This design comes from an exercise in tuning for small area, a short achievable clock period and few clock cycles per item on the open sky130 flow, not from production work. Power and IR drop assume default switching activity.

== v6 ==
==> flow/design.v <==
`timescale 1ns / 1ns
module simple_ALU(input i_clk,
                  input i_rst,
                  input logic  [15:0] i_memData,
                  output logic [15:0] o_memData,
                  output logic [15:0] o_memAddr,
                  output logic o_memWrEnable);
  localparam logic [1:0] S_FETCH = 2'd0,
                         S_DEC   = 2'd1,
                         S_RD1   = 2'd2,
                         S_RD2   = 2'd3;
  logic [1:0]  state;
  logic [5:0]  rd;         
  logic [5:0]  rs;         
  logic [5:0]  pcn;        
  logic        selRd, selRs, selPc;   
  logic [15:0] wdata;      
  logic        we;         
  logic        first;      
  logic        stale;      
  logic        twoRd;      
  logic        sameRd;     
  logic [15:0] breg;       
  logic        opAdd, opAnd, opOr, opXor, opSh;
  logic        cin;        
  logic        left;       
  logic        arith;      
  wire  [5:0]  addr = ({6{selRd}} & rd) | ({6{selRs}} & rs) | ({6{selPc}} & pcn);
  assign o_memAddr     = {10'd0, addr};
  assign o_memData     = wdata;
  assign o_memWrEnable = we;
  wire [15:0] x = i_memData;
  wire [15:0] y = breg;
  wire [16:0] sum = {x, 1'b1} + {y, cin};
  wire [15:0] xin;
  wire [15:0] u;
  genvar gi;
  generate
    for (gi = 0; gi < 16; gi++) begin : g_rev
      assign xin[gi] = left ? x[15-gi] : x[gi];
      assign u[gi]   = left ? sw[15-gi] : sw[gi];
    end
  endgenerate
  wire        fill = arith & x[15];
  wire [31:0] sww  = {{16{fill}}, xin} >> y[3:0];
  wire [15:0] sw   = sww[15:0];
  wire        big  = |y[15:4];
  wire [15:0] alu = ({16{opAdd}} & sum[16:1])
                  | ({16{opAnd}} & (x & y))
                  | ({16{opOr}}  & (x | y))
                  | ({16{opXor}} & (x ^ y))
                  | ({16{opSh & ~big}} & u)
                  | ({16{arith & big}} & {16{x[15]}});
  wire [15:0] ins   = i_memData;
  wire [2:0]  dFn   = ins[14:12];
  wire [5:0]  dRd   = ins[11:6];
  wire [5:0]  dRs   = ins[5:0];
  wire        dImm  = ins[15];
  wire        aK    = we & (dRd == rd);
  wire        bK    = dImm | (we & (dRs == rd));
  wire        dShift = (dFn == 3'd2) | (dFn == 3'd3) | (dFn == 3'd4);
  wire        dComm  = (dFn == 3'd0) | (dFn[2] & (dFn[1:0] != 2'd0));
  wire        dSub   = (dFn == 3'd1);
  wire        same  = ~aK & ~bK & (dRd == dRs) & ~dShift;
  wire        bOnly = aK & ~bK & dComm;
  wire        two   = ~bK & ~same & ~bOnly;      
  wire        zImm  = dImm & ((dFn == 3'd3) | (dFn == 3'd4)) & (dRs[5:4] != 2'd0);
  wire        none  = (aK & bK) | zImm;
  wire        inDec = (state == S_DEC);
  wire        bLoad = inDec ? ~stale : (state == S_RD2) & twoRd;
  wire [15:0] bSrc  = inDec ? (dImm ? {10'd0, dRs} : wdata) : i_memData;
  wire [15:0] bNew  = bSrc ^ {16{inDec ? dSub : cin}};
  always_ff @(posedge i_clk) begin
    if (i_rst) begin
      state <= S_FETCH;
      selRd <= 1'b0;
      selRs <= 1'b0;
      selPc <= 1'b1;
      pcn   <= 6'd0;
      we    <= 1'b0;
      first <= 1'b1;
      stale <= 1'b0;
    end else begin
      we    <= 1'b0;
      stale <= 1'b0;
      case (state)
        S_FETCH: begin
          we    <= ~first;
          first <= 1'b0;
          {selRd, selRs, selPc} <= 3'b100;
          pcn   <= pcn + 6'd1;
          stale <= ~first & (rd == pcn);
          state <= S_DEC;
        end
        S_DEC: begin
          selRd <= stale | (~two & ~none & ~bOnly);
          selRs <= ~stale & (two | bOnly);
          selPc <= ~stale & none;
          state <= stale ? S_DEC : two ? S_RD1 : none ? S_FETCH : S_RD2;
        end
        S_RD1: begin
          {selRd, selRs, selPc} <= 3'b100;
          state <= S_RD2;
        end
        default: begin   
          {selRd, selRs, selPc} <= 3'b001;
          state <= S_FETCH;
        end
      endcase
    end
  end
  always_ff @(posedge i_clk) wdata <= alu;
  always_ff @(posedge i_clk) rs <= dRs;
  always_ff @(posedge i_clk) begin
    if (bLoad) breg <= bNew;
    case (state)
      S_DEC: begin
        if (!stale) begin
          rd     <= dRd;
          twoRd  <= two;
          sameRd <= same;
          cin    <= dSub;
          opAdd  <= (dFn[2:1] == 2'd0);
          opAnd  <= (dFn == 3'd5);
          opOr   <= (dFn == 3'd6);
          opXor  <= (dFn == 3'd7);
          opSh   <= dShift;
          left   <= (dFn == 3'd4);
          arith  <= (dFn == 3'd2);
        end
      end
      S_RD2: begin
        if (sameRd) begin
          opAdd <= 1'b0;
          opSh  <= opAdd & ~cin;
          left  <= opAdd & ~cin;
          opAnd <= cin | opAnd | opXor;
          opXor <= 1'b0;
          cin   <= 1'b0;
          breg  <= opAnd ? 16'hFFFF : {15'd0, opAdd & ~cin};
        end
      end
      default: ;
    endcase
  end
endmodule
clock: 9.0 ns
lec_check: 0
abc_area: 1
cap_margin: 20
core_margin: 2
core_utilization: 40
cts_buf_list: sky130_fd_sc_hd__clkbuf_8
slew_margin: 20
tns_end_percent: 0
standard.sh (not shown) runs the stock make flow with config.mk's settings and CLKGATE_MAP_FILE= SYNTH_SCRIPT=/design/flow/synth_recipe.tcl, a recipe that flattens the netlist after the stock synthesis.
==> flow/flow/run.sh <==
#!/bin/bash
# Standard layout, with plain buffers (not delay cells) on the ports, the
# timing repair aiming at 6.0 ns of setup slack, and clock tree synthesis
# without dummy loads.
# Full make output goes to standard.log here; ORFS keeps each step's log
# under orfs/logs/.
set -euo pipefail
bash standard.sh "BUFFER_PORTS_ARGS=-buffer_cell sky130_fd_sc_hd__buf_2" SETUP_SLACK_MARGIN=6.0 "CTS_ARGS=-sink_clustering_enable -repair_clock_nets -buf_list sky130_fd_sc_hd__clkbuf_8 -dont_use_dummy_load" finish > standard.log 2>&1
## Diff of input files: v7 against v6
--- a/flow/design.v
+++ b/flow/design.v
@@ -20,7 +20,6 @@
   logic        stale;      
   logic        twoRd;      
   logic        sameRd;     
-  logic [15:0] breg;       
   logic        opAdd, opAnd, opOr, opXor, opSh;
   logic        cin;        
   logic        left;       
@@ -30,7 +29,7 @@
   assign o_memData     = wdata;
   assign o_memWrEnable = we;
   wire [15:0] x = i_memData;
-  wire [15:0] y = breg;
+  wire [15:0] y = wdata;
   wire [16:0] sum = {x, 1'b1} + {y, cin};
   wire [15:0] xin;
   wire [15:0] u;
@@ -66,10 +65,6 @@
   wire        two   = ~bK & ~same & ~bOnly;      
   wire        zImm  = dImm & ((dFn == 3'd3) | (dFn == 3'd4)) & (dRs[5:4] != 2'd0);
   wire        none  = (aK & bK) | zImm;
-  wire        inDec = (state == S_DEC);
-  wire        bLoad = inDec ? ~stale : (state == S_RD2) & twoRd;
-  wire [15:0] bSrc  = inDec ? (dImm ? {10'd0, dRs} : wdata) : i_memData;
-  wire [15:0] bNew  = bSrc ^ {16{inDec ? dSub : cin}};
   always_ff @(posedge i_clk) begin
     if (i_rst) begin
       state <= S_FETCH;
@@ -81,8 +76,6 @@
       first <= 1'b1;
       stale <= 1'b0;
     end else begin
-      we    <= 1'b0;
-      stale <= 1'b0;
       case (state)
         S_FETCH: begin
           we    <= ~first;
@@ -93,10 +86,19 @@
           state <= S_DEC;
         end
         S_DEC: begin
-          selRd <= stale | (~two & ~none & ~bOnly);
-          selRs <= ~stale & (two | bOnly);
-          selPc <= ~stale & none;
-          state <= stale ? S_DEC : two ? S_RD1 : none ? S_FETCH : S_RD2;
+          we    <= 1'b0;
+          if (stale) begin
+            stale <= 1'b0;
+          end else if (two) begin
+            {selRd, selRs, selPc} <= 3'b010;
+            state <= S_RD1;
+          end else if (none) begin
+            {selRd, selRs, selPc} <= 3'b001;
+            state <= S_FETCH;
+          end else begin
+            {selRd, selRs, selPc} <= {~bOnly, bOnly, 1'b0};
+            state <= S_RD2;
+          end
         end
         S_RD1: begin
           {selRd, selRs, selPc} <= 3'b100;
@@ -109,10 +111,21 @@
       endcase
     end
   end
-  always_ff @(posedge i_clk) wdata <= alu;
+  always_ff @(posedge i_clk) begin
+    case (state)
+      S_FETCH: wdata <= alu;
+      S_DEC:   if (!stale) wdata <= (dImm ? {10'd0, dRs} : wdata) ^ {16{dSub}};
+      S_RD2: begin
+        if (twoRd)
+          wdata <= i_memData ^ {16{cin}};
+        else if (sameRd)
+          wdata <= opAnd ? 16'hFFFF : {15'd0, opAdd & ~cin};
+      end
+      default: ;
+    endcase
+  end
   always_ff @(posedge i_clk) rs <= dRs;
   always_ff @(posedge i_clk) begin
-    if (bLoad) breg <= bNew;
     case (state)
       S_DEC: begin
         if (!stale) begin
@@ -137,7 +150,6 @@
           opAnd <= cin | opAnd | opXor;
           opXor <= 1'b0;
           cin   <= 1'b0;
-          breg  <= opAnd ? 16'hFFFF : {15'd0, opAdd & ~cin};
         end
       end
       default: ;
Summary of v7 over v6: weighted congestion reported at the end of routability-driven placement up 1.8%, total non-filler cell area in the finished layout now smaller, flip-flop and latch count after synthesis fell by about 24%, die span in x lost about 0.6%.
Sort v7 and v6 by final non-filler cell total asc -> top: v7
v7 vs v6 — routed length on met1 rose 0.56%.
The run showing the greater worst path setup slack after routing is v6.
Count of clock-net buffers in the final layout (lower): v7
Comparing v7 and v6, the higher met3 wire length is on v7.
Cmp v7 vs v6: first-pass GRT wire length higher in v7
When v7 is measured against v6, its global-route usage turns out 2.3 points higher.
v6 → v7: worst setup timing slack at the placement stage fell 0.13 ns, clock share of power fell 1.2 points, worst hold slack about even.
Function was not checked in any run of this note: the RTL went through the layout flow alone.

-- port drivers added, routing unchanged --
The flow's constraints put no driver on any port. The routed layouts listed below were extracted and timed again, unchanged, in two steps.
Step 1: set_driving_cell puts a clkbuf_16 on i_clk and a buf_2 on each other input, an assumption about the parent block.
Step 2, shift: input delay + t, output delay - t, t = (earliest + latest rising clock arrival at the registers) / 2. This alone moves slack from input paths to output paths.
Slacks: no drivers / after step 1 / after step 2; pairs: no drivers / after step 1.
| run | t (ns) | slack for setup (ns) | slew at the worst register clock pin (ns) |
|---|---|---|---|
| v6 | 0.395 | 6.017 / 5.984 / 5.611 | 0.08 / 0.08 |
| v7 | 0.344 | 5.704 / 5.712 / 5.368 | 0.10 / 0.10 |
After both steps every run listed still meets setup and hold. For v6, which loses most, drivers alone change the setup slack by -0.033 ns; drivers and shift together by -0.406 ns.
